What follows belongs to an exercise in optimizing a design on an open flow for small area, a short achievable clock period and few clock cycles per item; a production flow would make more cautious choices.
The RTL of this run was laid out without a check of its function.
Power is estimated from default activity; no workload was simulated.

==> flow/design.v <==
module Multiplicacion_Matricial_Hipercubica (
	input			RST,		 
	input			CLK,		 
	input			STM,		 
	input[3:0]		A00,A01,	 
	input[3:0]		A10,A11,
	input[3:0]		B00,B01,	 
	input[3:0]		B10,B11,
	output[7:0]		C00,C01,	 
	output[7:0]		C10,C11,
	output			EOM			 
	);
	assign EOM = 1'b1;
	wire s1 = (A00[0] & B00[1]) ^ (A00[1] & B00[0]) ^ (A01[0] & B10[1]);
	wire c2 = ((A00[0] & B00[1]) & (A00[1] & B00[0])) | ((A00[0] & B00[1]) & (A01[0] & B10[1])) | ((A00[1] & B00[0]) & (A01[0] & B10[1]));
	wire s3 = (A00[0] & B00[2]) ^ (A00[1] & B00[1]) ^ (A00[2] & B00[0]);
	wire c4 = ((A00[0] & B00[2]) & (A00[1] & B00[1])) | ((A00[0] & B00[2]) & (A00[2] & B00[0])) | ((A00[1] & B00[1]) & (A00[2] & B00[0]));
	wire s5 = (A01[0] & B10[2]) ^ (A01[1] & B10[1]) ^ (A01[2] & B10[0]);
	wire c6 = ((A01[0] & B10[2]) & (A01[1] & B10[1])) | ((A01[0] & B10[2]) & (A01[2] & B10[0])) | ((A01[1] & B10[1]) & (A01[2] & B10[0]));
	wire s7 = c2 ^ s3;
	wire c8 = c2 & s3;
	wire s9 = (A00[0] & B00[3]) ^ (A00[1] & B00[2]) ^ (A00[2] & B00[1]);
	wire c10 = ((A00[0] & B00[3]) & (A00[1] & B00[2])) | ((A00[0] & B00[3]) & (A00[2] & B00[1])) | ((A00[1] & B00[2]) & (A00[2] & B00[1]));
	wire s11 = (A00[3] & B00[0]) ^ (A01[0] & B10[3]) ^ (A01[1] & B10[2]);
	wire c12 = ((A00[3] & B00[0]) & (A01[0] & B10[3])) | ((A00[3] & B00[0]) & (A01[1] & B10[2])) | ((A01[0] & B10[3]) & (A01[1] & B10[2]));
	wire s13 = (A01[2] & B10[1]) ^ (A01[3] & B10[0]) ^ c4;
	wire c14 = ((A01[2] & B10[1]) & (A01[3] & B10[0])) | ((A01[2] & B10[1]) & c4) | ((A01[3] & B10[0]) & c4);
	wire s15 = c6 ^ s9 ^ s11;
	wire c16 = (c6 & s9) | (c6 & s11) | (s9 & s11);
	wire s17 = c8 ^ s13;
	wire c18 = c8 & s13;
	wire s19 = (A00[1] & B00[3]) ^ (A00[2] & B00[2]) ^ (A00[3] & B00[1]);
	wire c20 = ((A00[1] & B00[3]) & (A00[2] & B00[2])) | ((A00[1] & B00[3]) & (A00[3] & B00[1])) | ((A00[2] & B00[2]) & (A00[3] & B00[1]));
	wire s21 = (A01[1] & B10[3]) ^ (A01[2] & B10[2]) ^ (A01[3] & B10[1]);
	wire c22 = ((A01[1] & B10[3]) & (A01[2] & B10[2])) | ((A01[1] & B10[3]) & (A01[3] & B10[1])) | ((A01[2] & B10[2]) & (A01[3] & B10[1]));
	wire s23 = c10 ^ c12 ^ s19;
	wire c24 = (c10 & c12) | (c10 & s19) | (c12 & s19);
	wire s25 = s21 ^ c14 ^ c16;
	wire c26 = (s21 & c14) | (s21 & c16) | (c14 & c16);
	wire s27 = s23 ^ c18;
	wire c28 = s23 & c18;
	wire s29 = (A00[2] & B00[3]) ^ (A00[3] & B00[2]) ^ (A01[2] & B10[3]);
	wire c30 = ((A00[2] & B00[3]) & (A00[3] & B00[2])) | ((A00[2] & B00[3]) & (A01[2] & B10[3])) | ((A00[3] & B00[2]) & (A01[2] & B10[3]));
	wire s31 = (A01[3] & B10[2]) ^ c20 ^ c22;
	wire c32 = ((A01[3] & B10[2]) & c20) | ((A01[3] & B10[2]) & c22) | (c20 & c22);
	wire s33 = s29 ^ c24 ^ s31;
	wire c34 = (s29 & c24) | (s29 & s31) | (c24 & s31);
	wire s35 = c26 ^ s33;
	wire c36 = c26 & s33;
	wire s37 = (A00[3] & B00[3]) ^ (A01[3] & B10[3]) ^ c30;
	wire c38 = ((A00[3] & B00[3]) & (A01[3] & B10[3])) | ((A00[3] & B00[3]) & c30) | ((A01[3] & B10[3]) & c30);
	wire s39 = c32 ^ s37 ^ c34;
	wire c40 = (c32 & s37) | (c32 & c34) | (s37 & c34);
	wire s41 = c38 ^ c40;
	wire s43 = (A00[0] & B01[1]) ^ (A00[1] & B01[0]) ^ (A01[0] & B11[1]);
	wire c44 = ((A00[0] & B01[1]) & (A00[1] & B01[0])) | ((A00[0] & B01[1]) & (A01[0] & B11[1])) | ((A00[1] & B01[0]) & (A01[0] & B11[1]));
	wire s45 = (A00[0] & B01[2]) ^ (A00[1] & B01[1]) ^ (A00[2] & B01[0]);
	wire c46 = ((A00[0] & B01[2]) & (A00[1] & B01[1])) | ((A00[0] & B01[2]) & (A00[2] & B01[0])) | ((A00[1] & B01[1]) & (A00[2] & B01[0]));
	wire s47 = (A01[0] & B11[2]) ^ (A01[1] & B11[1]) ^ (A01[2] & B11[0]);
	wire c48 = ((A01[0] & B11[2]) & (A01[1] & B11[1])) | ((A01[0] & B11[2]) & (A01[2] & B11[0])) | ((A01[1] & B11[1]) & (A01[2] & B11[0]));
	wire s49 = c44 ^ s45;
	wire c50 = c44 & s45;
	wire s51 = (A00[0] & B01[3]) ^ (A00[1] & B01[2]) ^ (A00[2] & B01[1]);
	wire c52 = ((A00[0] & B01[3]) & (A00[1] & B01[2])) | ((A00[0] & B01[3]) & (A00[2] & B01[1])) | ((A00[1] & B01[2]) & (A00[2] & B01[1]));
	wire s53 = (A00[3] & B01[0]) ^ (A01[0] & B11[3]) ^ (A01[1] & B11[2]);
	wire c54 = ((A00[3] & B01[0]) & (A01[0] & B11[3])) | ((A00[3] & B01[0]) & (A01[1] & B11[2])) | ((A01[0] & B11[3]) & (A01[1] & B11[2]));
	wire s55 = (A01[2] & B11[1]) ^ (A01[3] & B11[0]) ^ c46;
	wire c56 = ((A01[2] & B11[1]) & (A01[3] & B11[0])) | ((A01[2] & B11[1]) & c46) | ((A01[3] & B11[0]) & c46);
	wire s57 = c48 ^ s51 ^ s53;
	wire c58 = (c48 & s51) | (c48 & s53) | (s51 & s53);
	wire s59 = c50 ^ s55;
	wire c60 = c50 & s55;
	wire s61 = (A00[1] & B01[3]) ^ (A00[2] & B01[2]) ^ (A00[3] & B01[1]);
	wire c62 = ((A00[1] & B01[3]) & (A00[2] & B01[2])) | ((A00[1] & B01[3]) & (A00[3] & B01[1])) | ((A00[2] & B01[2]) & (A00[3] & B01[1]));
	wire s63 = (A01[1] & B11[3]) ^ (A01[2] & B11[2]) ^ (A01[3] & B11[1]);
	wire c64 = ((A01[1] & B11[3]) & (A01[2] & B11[2])) | ((A01[1] & B11[3]) & (A01[3] & B11[1])) | ((A01[2] & B11[2]) & (A01[3] & B11[1]));
	wire s65 = c52 ^ c54 ^ s61;
	wire c66 = (c52 & c54) | (c52 & s61) | (c54 & s61);
	wire s67 = s63 ^ c56 ^ c58;
	wire c68 = (s63 & c56) | (s63 & c58) | (c56 & c58);
	wire s69 = s65 ^ c60;
	wire c70 = s65 & c60;
	wire s71 = (A00[2] & B01[3]) ^ (A00[3] & B01[2]) ^ (A01[2] & B11[3]);
	wire c72 = ((A00[2] & B01[3]) & (A00[3] & B01[2])) | ((A00[2] & B01[3]) & (A01[2] & B11[3])) | ((A00[3] & B01[2]) & (A01[2] & B11[3]));
	wire s73 = (A01[3] & B11[2]) ^ c62 ^ c64;
	wire c74 = ((A01[3] & B11[2]) & c62) | ((A01[3] & B11[2]) & c64) | (c62 & c64);
	wire s75 = s71 ^ c66 ^ s73;
	wire c76 = (s71 & c66) | (s71 & s73) | (c66 & s73);
	wire s77 = c68 ^ s75;
	wire c78 = c68 & s75;
	wire s79 = (A00[3] & B01[3]) ^ (A01[3] & B11[3]) ^ c72;
	wire c80 = ((A00[3] & B01[3]) & (A01[3] & B11[3])) | ((A00[3] & B01[3]) & c72) | ((A01[3] & B11[3]) & c72);
	wire s81 = c74 ^ s79 ^ c76;
	wire c82 = (c74 & s79) | (c74 & c76) | (s79 & c76);
	wire s83 = c80 ^ c82;
	wire s85 = (A10[0] & B00[1]) ^ (A10[1] & B00[0]) ^ (A11[0] & B10[1]);
	wire c86 = ((A10[0] & B00[1]) & (A10[1] & B00[0])) | ((A10[0] & B00[1]) & (A11[0] & B10[1])) | ((A10[1] & B00[0]) & (A11[0] & B10[1]));
	wire s87 = (A10[0] & B00[2]) ^ (A10[1] & B00[1]) ^ (A10[2] & B00[0]);
	wire c88 = ((A10[0] & B00[2]) & (A10[1] & B00[1])) | ((A10[0] & B00[2]) & (A10[2] & B00[0])) | ((A10[1] & B00[1]) & (A10[2] & B00[0]));
	wire s89 = (A11[0] & B10[2]) ^ (A11[1] & B10[1]) ^ (A11[2] & B10[0]);
	wire c90 = ((A11[0] & B10[2]) & (A11[1] & B10[1])) | ((A11[0] & B10[2]) & (A11[2] & B10[0])) | ((A11[1] & B10[1]) & (A11[2] & B10[0]));
	wire s91 = c86 ^ s87;
	wire c92 = c86 & s87;
	wire s93 = (A10[0] & B00[3]) ^ (A10[1] & B00[2]) ^ (A10[2] & B00[1]);
	wire c94 = ((A10[0] & B00[3]) & (A10[1] & B00[2])) | ((A10[0] & B00[3]) & (A10[2] & B00[1])) | ((A10[1] & B00[2]) & (A10[2] & B00[1]));
	wire s95 = (A10[3] & B00[0]) ^ (A11[0] & B10[3]) ^ (A11[1] & B10[2]);
	wire c96 = ((A10[3] & B00[0]) & (A11[0] & B10[3])) | ((A10[3] & B00[0]) & (A11[1] & B10[2])) | ((A11[0] & B10[3]) & (A11[1] & B10[2]));
	wire s97 = (A11[2] & B10[1]) ^ (A11[3] & B10[0]) ^ c88;
	wire c98 = ((A11[2] & B10[1]) & (A11[3] & B10[0])) | ((A11[2] & B10[1]) & c88) | ((A11[3] & B10[0]) & c88);
	wire s99 = c90 ^ s93 ^ s95;
	wire c100 = (c90 & s93) | (c90 & s95) | (s93 & s95);
	wire s101 = c92 ^ s97;
	wire c102 = c92 & s97;
	wire s103 = (A10[1] & B00[3]) ^ (A10[2] & B00[2]) ^ (A10[3] & B00[1]);
	wire c104 = ((A10[1] & B00[3]) & (A10[2] & B00[2])) | ((A10[1] & B00[3]) & (A10[3] & B00[1])) | ((A10[2] & B00[2]) & (A10[3] & B00[1]));
	wire s105 = (A11[1] & B10[3]) ^ (A11[2] & B10[2]) ^ (A11[3] & B10[1]);
	wire c106 = ((A11[1] & B10[3]) & (A11[2] & B10[2])) | ((A11[1] & B10[3]) & (A11[3] & B10[1])) | ((A11[2] & B10[2]) & (A11[3] & B10[1]));
	wire s107 = c94 ^ c96 ^ s103;
	wire c108 = (c94 & c96) | (c94 & s103) | (c96 & s103);
	wire s109 = s105 ^ c98 ^ c100;
	wire c110 = (s105 & c98) | (s105 & c100) | (c98 & c100);
	wire s111 = s107 ^ c102;
	wire c112 = s107 & c102;
	wire s113 = (A10[2] & B00[3]) ^ (A10[3] & B00[2]) ^ (A11[2] & B10[3]);
	wire c114 = ((A10[2] & B00[3]) & (A10[3] & B00[2])) | ((A10[2] & B00[3]) & (A11[2] & B10[3])) | ((A10[3] & B00[2]) & (A11[2] & B10[3]));
	wire s115 = (A11[3] & B10[2]) ^ c104 ^ c106;
	wire c116 = ((A11[3] & B10[2]) & c104) | ((A11[3] & B10[2]) & c106) | (c104 & c106);
	wire s117 = s113 ^ c108 ^ s115;
	wire c118 = (s113 & c108) | (s113 & s115) | (c108 & s115);
	wire s119 = c110 ^ s117;
	wire c120 = c110 & s117;
	wire s121 = (A10[3] & B00[3]) ^ (A11[3] & B10[3]) ^ c114;
	wire c122 = ((A10[3] & B00[3]) & (A11[3] & B10[3])) | ((A10[3] & B00[3]) & c114) | ((A11[3] & B10[3]) & c114);
	wire s123 = c116 ^ s121 ^ c118;
	wire c124 = (c116 & s121) | (c116 & c118) | (s121 & c118);
	wire s125 = c122 ^ c124;
	wire s127 = (A10[0] & B01[1]) ^ (A10[1] & B01[0]) ^ (A11[0] & B11[1]);
	wire c128 = ((A10[0] & B01[1]) & (A10[1] & B01[0])) | ((A10[0] & B01[1]) & (A11[0] & B11[1])) | ((A10[1] & B01[0]) & (A11[0] & B11[1]));
	wire s129 = (A10[0] & B01[2]) ^ (A10[1] & B01[1]) ^ (A10[2] & B01[0]);
	wire c130 = ((A10[0] & B01[2]) & (A10[1] & B01[1])) | ((A10[0] & B01[2]) & (A10[2] & B01[0])) | ((A10[1] & B01[1]) & (A10[2] & B01[0]));
	wire s131 = (A11[0] & B11[2]) ^ (A11[1] & B11[1]) ^ (A11[2] & B11[0]);
	wire c132 = ((A11[0] & B11[2]) & (A11[1] & B11[1])) | ((A11[0] & B11[2]) & (A11[2] & B11[0])) | ((A11[1] & B11[1]) & (A11[2] & B11[0]));
	wire s133 = c128 ^ s129;
	wire c134 = c128 & s129;
	wire s135 = (A10[0] & B01[3]) ^ (A10[1] & B01[2]) ^ (A10[2] & B01[1]);
	wire c136 = ((A10[0] & B01[3]) & (A10[1] & B01[2])) | ((A10[0] & B01[3]) & (A10[2] & B01[1])) | ((A10[1] & B01[2]) & (A10[2] & B01[1]));
	wire s137 = (A10[3] & B01[0]) ^ (A11[0] & B11[3]) ^ (A11[1] & B11[2]);
	wire c138 = ((A10[3] & B01[0]) & (A11[0] & B11[3])) | ((A10[3] & B01[0]) & (A11[1] & B11[2])) | ((A11[0] & B11[3]) & (A11[1] & B11[2]));
	wire s139 = (A11[2] & B11[1]) ^ (A11[3] & B11[0]) ^ c130;
	wire c140 = ((A11[2] & B11[1]) & (A11[3] & B11[0])) | ((A11[2] & B11[1]) & c130) | ((A11[3] & B11[0]) & c130);
	wire s141 = c132 ^ s135 ^ s137;
	wire c142 = (c132 & s135) | (c132 & s137) | (s135 & s137);
	wire s143 = c134 ^ s139;
	wire c144 = c134 & s139;
	wire s145 = (A10[1] & B01[3]) ^ (A10[2] & B01[2]) ^ (A10[3] & B01[1]);
	wire c146 = ((A10[1] & B01[3]) & (A10[2] & B01[2])) | ((A10[1] & B01[3]) & (A10[3] & B01[1])) | ((A10[2] & B01[2]) & (A10[3] & B01[1]));
	wire s147 = (A11[1] & B11[3]) ^ (A11[2] & B11[2]) ^ (A11[3] & B11[1]);
	wire c148 = ((A11[1] & B11[3]) & (A11[2] & B11[2])) | ((A11[1] & B11[3]) & (A11[3] & B11[1])) | ((A11[2] & B11[2]) & (A11[3] & B11[1]));
	wire s149 = c136 ^ c138 ^ s145;
	wire c150 = (c136 & c138) | (c136 & s145) | (c138 & s145);
	wire s151 = s147 ^ c140 ^ c142;
	wire c152 = (s147 & c140) | (s147 & c142) | (c140 & c142);
	wire s153 = s149 ^ c144;
	wire c154 = s149 & c144;
	wire s155 = (A10[2] & B01[3]) ^ (A10[3] & B01[2]) ^ (A11[2] & B11[3]);
	wire c156 = ((A10[2] & B01[3]) & (A10[3] & B01[2])) | ((A10[2] & B01[3]) & (A11[2] & B11[3])) | ((A10[3] & B01[2]) & (A11[2] & B11[3]));
	wire s157 = (A11[3] & B11[2]) ^ c146 ^ c148;
	wire c158 = ((A11[3] & B11[2]) & c146) | ((A11[3] & B11[2]) & c148) | (c146 & c148);
	wire s159 = s155 ^ c150 ^ s157;
	wire c160 = (s155 & c150) | (s155 & s157) | (c150 & s157);
	wire s161 = c152 ^ s159;
	wire c162 = c152 & s159;
	wire s163 = (A10[3] & B01[3]) ^ (A11[3] & B11[3]) ^ c156;
	wire c164 = ((A10[3] & B01[3]) & (A11[3] & B11[3])) | ((A10[3] & B01[3]) & c156) | ((A11[3] & B11[3]) & c156);
	wire s165 = c158 ^ s163 ^ c160;
	wire c166 = (c158 & s163) | (c158 & c160) | (s163 & c160);
	wire s167 = c164 ^ c166;
	reg[7:0]	S00;
	reg[6:0]	T00;
	reg[7:0]	S01;
	reg[6:0]	T01;
	reg[7:0]	S10;
	reg[6:0]	T10;
	reg[7:0]	S11;
	reg[6:0]	T11;
	always @ (posedge CLK)
	begin
		if (STM) begin
			S00[0] <= (A00[0] & B00[0]);
			S00[1] <= (A01[1] & B10[0]);
			S00[2] <= s5;
			S00[3] <= s15;
			S00[4] <= s25;
			S00[5] <= c28;
			S00[6] <= c36;
			S00[7] <= s41;
			T00[0] <= (A01[0] & B10[0]);
			T00[1] <= s1;
			T00[2] <= s7;
			T00[3] <= s17;
			T00[4] <= s27;
			T00[5] <= s35;
			T00[6] <= s39;
			S01[0] <= (A00[0] & B01[0]);
			S01[1] <= (A01[1] & B11[0]);
			S01[2] <= s47;
			S01[3] <= s57;
			S01[4] <= s67;
			S01[5] <= c70;
			S01[6] <= c78;
			S01[7] <= s83;
			T01[0] <= (A01[0] & B11[0]);
			T01[1] <= s43;
			T01[2] <= s49;
			T01[3] <= s59;
			T01[4] <= s69;
			T01[5] <= s77;
			T01[6] <= s81;
			S10[0] <= (A10[0] & B00[0]);
			S10[1] <= (A11[1] & B10[0]);
			S10[2] <= s89;
			S10[3] <= s99;
			S10[4] <= s109;
			S10[5] <= c112;
			S10[6] <= c120;
			S10[7] <= s125;
			T10[0] <= (A11[0] & B10[0]);
			T10[1] <= s85;
			T10[2] <= s91;
			T10[3] <= s101;
			T10[4] <= s111;
			T10[5] <= s119;
			T10[6] <= s123;
			S11[0] <= (A10[0] & B01[0]);
			S11[1] <= (A11[1] & B11[0]);
			S11[2] <= s131;
			S11[3] <= s141;
			S11[4] <= s151;
			S11[5] <= c154;
			S11[6] <= c162;
			S11[7] <= s167;
			T11[0] <= (A11[0] & B11[0]);
			T11[1] <= s127;
			T11[2] <= s133;
			T11[3] <= s143;
			T11[4] <= s153;
			T11[5] <= s161;
			T11[6] <= s165;
		end
	end
	assign C00 = {S00} + {1'b0, T00};
	assign C01 = {S01} + {1'b0, T01};
	assign C10 = {S10} + {1'b0, T10};
	assign C11 = {S11} + {1'b0, T11};
endmodule
==> flow/run.sh <==
#!/bin/bash
# synth_recipe.tcl (not shown) runs the flow's synth.tcl, then flattens the netlist and writes it again
# the make line also repeats each setting of config.mk as NAME=value (left out here)
make -C /OpenROAD-flow-scripts/flow DESIGN_CONFIG=/design/flow/config.mk WORK_HOME=/design/flow/orfs CLKGATE_MAP_FILE= SYNTH_SCRIPT=/design/flow/synth_recipe.tcl finish
==> flow/config.mk <==
export PLATFORM = sky130hd
export DESIGN_NAME = Multiplicacion_Matricial_Hipercubica
export DESIGN_NICKNAME = Multiplicacion_Matricial_Hipercubica
export VERILOG_FILES = /design/flow/design.v
export SDC_FILE = /design/flow/constraint.sdc
export NUM_CORES = 4
export LEC_CHECK = 0
export CAP_MARGIN = 20
export CORE_MARGIN = 2
export CORE_UTILIZATION = 40
export SLEW_MARGIN = 20
==> flow/constraint.sdc <==
create_clock -name core_clock -period 5.0 [get_ports {CLK}]
set_input_delay 1.0000 -clock core_clock [delete_from_list [all_inputs] [get_ports {CLK}]]
set_output_delay 1.0000 -clock core_clock [all_outputs]
set_load 0.01 [all_outputs]
==> impl_metrics.py <==
metrics = {
    "status": {
        "run_status": "no timing/DRC/antenna violations",
    },
    "synthesis": {
        "syn_inst": 501,
        "yosysTopAreaCellShare_pct": 33.4,
        "synth_edf_count": 60,
        "synth_cell_types": 32,
        "syn_area_mm2": 0.00539,
        "synth-seq-cells": 60,
        "syn_area_per_cell_um2": 10.8,
        "yosys-top-cells-area": "edfxtp_1 (33%), fa_1 (25%), ha_1 (10%), nand2_1 (6.5%), inv_1 (5.8%)",
        "ys_seq_area_share_pct": 33.4,
        "ys_warn_count": 1,
        "syn_nets": 648,
        "synth-main-ff-cell": "edfxtp_1",
        "async_reset_ff_share_pct": 0,
        "synth_top_area_cell": "edfxtp_1",
    },
    "clocking": {
        "cts-hold-fix-buffers": 0,
        "cts_resized": 0,
        "post_cts_buffers": 0,
        "cts_tree": "yes",
        "cts_htree_levels": 3,
        "cts_sinks": 60,
        "cts.clk_slew.worst_paths_ns": 0.05,
        "clock_path_buffers": 2,
        "root_buffer": "clkbuf_16",
        "cts_inserted_buffers": 9,
    },
    "die": {
        "fp.dieH_um": 120,
        "core_area_mm2": 0.0132,
        "fp.dieW_um": 120,
        "die_area_mm2": 0.0144,
        "start_util_pct": 40.9,
        "num_rows": 42,
        "ios": 68,
    },
    "global_routing": {
        "grt_pass1_vias": 3959,
        "track_usage_pct": 16.5,
        "grt_max_degree": 61,
        "grt-ovfl-total": 0,
        "grt_pass1_wl_um": 18700,
        "grt_antenna_before_repair": 0,
    },
    "min_path": {
        "hold_start": "STM",
        "worstHoldPathType": "input port to flip-flop",
        "holdPathStages": 2,
        "min_to": "T00[6]",
    },
    "route": {
        "num_vias": 3575,
        "drtIter0Drc": 205,
        "dr.pass1.iters": 4,
        "dr.max_layer_used": "met4",
        "wl_met1_um": 4540,
        "vias_per_cell": 4.77,
        "drc": 0,
        "routed-wl-met2_um": 5000,
        "wire_per_inst_um": 13.8,
        "postRouteAntennaNets": 0,
        "finalWirelength_um": 10400,
        "wl_met3_um": 675,
    },
    "worst_setup_path": {
        "max_stage_delay_ns": 0.66,
        "worst_ep_arrival_time_ns": 3.77,
        "startpoint": "B00[1]",
        "path_common_cell": "fa_1",
        "end_kind": "flip-flop",
        "crit_type": "input port to flip-flop",
        "cp-start-kind": "input port",
        "crit_fanout": 8,
        "path_delay_family": "adder cells",
        "slowest_stage": "clkdlybuf4s50_1",
        "cp_cell_sequence": "clkdlybuf4s50_1 > nand2_1 > fa_1 > fa_1 > fa_1 > fa_1 > xor2_1",
        "critPathBufInv": 1,
        "cp.required_ns": 5.07,
    },
    "power": {
        "switching_power_uw": 773,
        "share_comb_of_total_power_pct": 46.8,
        "swShare_pct": 32.0,
        "max-vdd-ir-drop_mv": 0.164,
        "p_int_uw": 1640,
        "seqPwrFrac_pct": 28.8,
        "cellLeakagePower_uw": 0.00275,
        "power_uw": 2410,
        "clkPwrFrac_pct": 24.3,
        "powerDensity_mw_per_mm2": 371,
    },
    "placed_design": {
        "io_buffer_count": 65,
        "place_area_mm2": 0.00623,
        "dpl.hpwl_um": 8540,
        "gp_congestion": 0.832,
    },
    "timing": {
        "rsz0062_at_grt": "no",
        "finalCritPeriodShare_pct": 74.0,
        "post-route-min-period_ns": 3.70,
        "setup_viol": 0,
        "tightest_slew_ns": 0.736,
        "hold_ws_ns": 1.35,
        "final-hold-violation-count": 0,
        "fin_setup_tns_ns": 0,
        "relSlewSlack_pct": 51.0,
        "maxClockFrequency_mhz": 270,
        "drv_slew": 0,
    },
    "run": {
        "maxCapViolCount": 0,
    },
    "finish": {
        "diodes": 0,
        "drive_gt1_share_pct": 5.05,
        "final_util_pct": 49.4,
        "final_area_mm2": 0.00651,
        "areaGrowthSynthToFinish_pct": 20.8,
        "layout.nets": 716,
    },
}
-- kinds of logic after synthesis --
family	synth area share, %
mux	0.371
buf+inv	6.47
flops	33.4
compound gates	4.25
other cells	0.0696
simple gates	16.4
fa+ha+maj	35.5
xor+xnor	3.57
-- how the worst max path moves through the flow --
stage | endpoint | slack, ns | depth (start not counted)
2_1_floorplan | S10[7] | 1.56 | 7
3_3_place_gp | S10[7] | 0.99 | 7
3_5_place_dp | S10[7] | 0.96 | 7
4_1_cts | S10[7] | 1.30 | 7
5_1_grt | S10[7] | 1.21 | 7
6_report | S10[7] | 1.30 | 7
-- flip-flops by register name, summed over array words and instances, names as in the netlist --
signal,cells
S10,8
S11,8
T00,7
T10,7
S00,8
T11,7
S01,8
T01,7
-- cell usage in the layout (no fill, tap or decap), drive strengths merged, types with 4 or more instances in the layout --
cell / netlist / layout
xor2: 10 / 10
clkbuf: 8 / 11
inv: 83 / 83
nand2: 94 / 94
o21ai: 6 / 6
clkdlybuf4s50: 0 / 64
a221oi: 4 / 4
ha: 44 / 44
nor2: 19 / 19
xnor2: 12 / 12
a21oi: 10 / 10
and2: 40 / 40
nor2b: 13 / 13
fa: 68 / 68
edfxtp: 60 / 60
nor3: 7 / 7
-- Yosys cell counts, drive strengths merged (4+ instances only) --
cell type and count:
ha 44, xor2 10, nor3 7, o21ai 6, nor2 19, a221oi 4
and2 40, clkbuf 8, nor2b 13, fa 68, nand2 94, a21oi 10
inv 83, edfxtp 60, xnor2 12
-- layout make-up --
class                           instances  area, µm²
Clock inverter                          5       52.6
Clock buffer                           11        233
Fill cell                            1220       6680
Inverter                               83        312
Sequential cell                        60       1800
Multi-Input combinational cell        349       3240
Timing Repair Buffer                   66        653
Tap cell                              176        220
-- per-stage QoR --
step / instances / setup slack [ns]
4_1_cts: 750 / 1.30
5_1_grt: 750 / 1.21
6_report: 750 / 1.30
3_3_place_gp: 734 / 0.990
3_5_place_dp: 734 / 0.959
2_1_floorplan: 501 / 1.56
-- layer usage --
metal / global-route usage [%] / up-vias
li1: - / 1720
met2: 27.6 / 112
met5: 0 / -
met3: 3.04 / 13
met4: 5.22 / 0
met1: 21.8 / 1730
-- power groups by stage --
stage	sequential, µW	clock [µW]	combinational (µW)
after floorplan	697	0	686
after global placement	706	0	1120
after detailed placement	708	0	1150
after CTS	698	602	1150
after global routing	706	628	1280
final	697	588	1130

afterwards: timing with drivers on the ports:
No port has a modelled driver above. Below, the same layout with a new extraction and two added sets of constraints. Step 1, drivers: a clkbuf_16 drives CLK and a buf_2 each remaining input, both assumed. Step 2 also shifts input and output timing later by t, the mid clock arrival at the registers, as if the neighbouring blocks saw the same clock. a / b / c = ideal / step 1 / step 2; a / b = the first two.
shift t [ns]: 0.357
setup WS [ns]: 1.299 / 1.310 / 0.953
latest minus earliest clock arrival (ns): 0.006 / 0.006
After both steps setup and hold are still met in this run. The setup slack of this run moves by +0.011 ns with the drivers and by -0.346 ns with both steps.
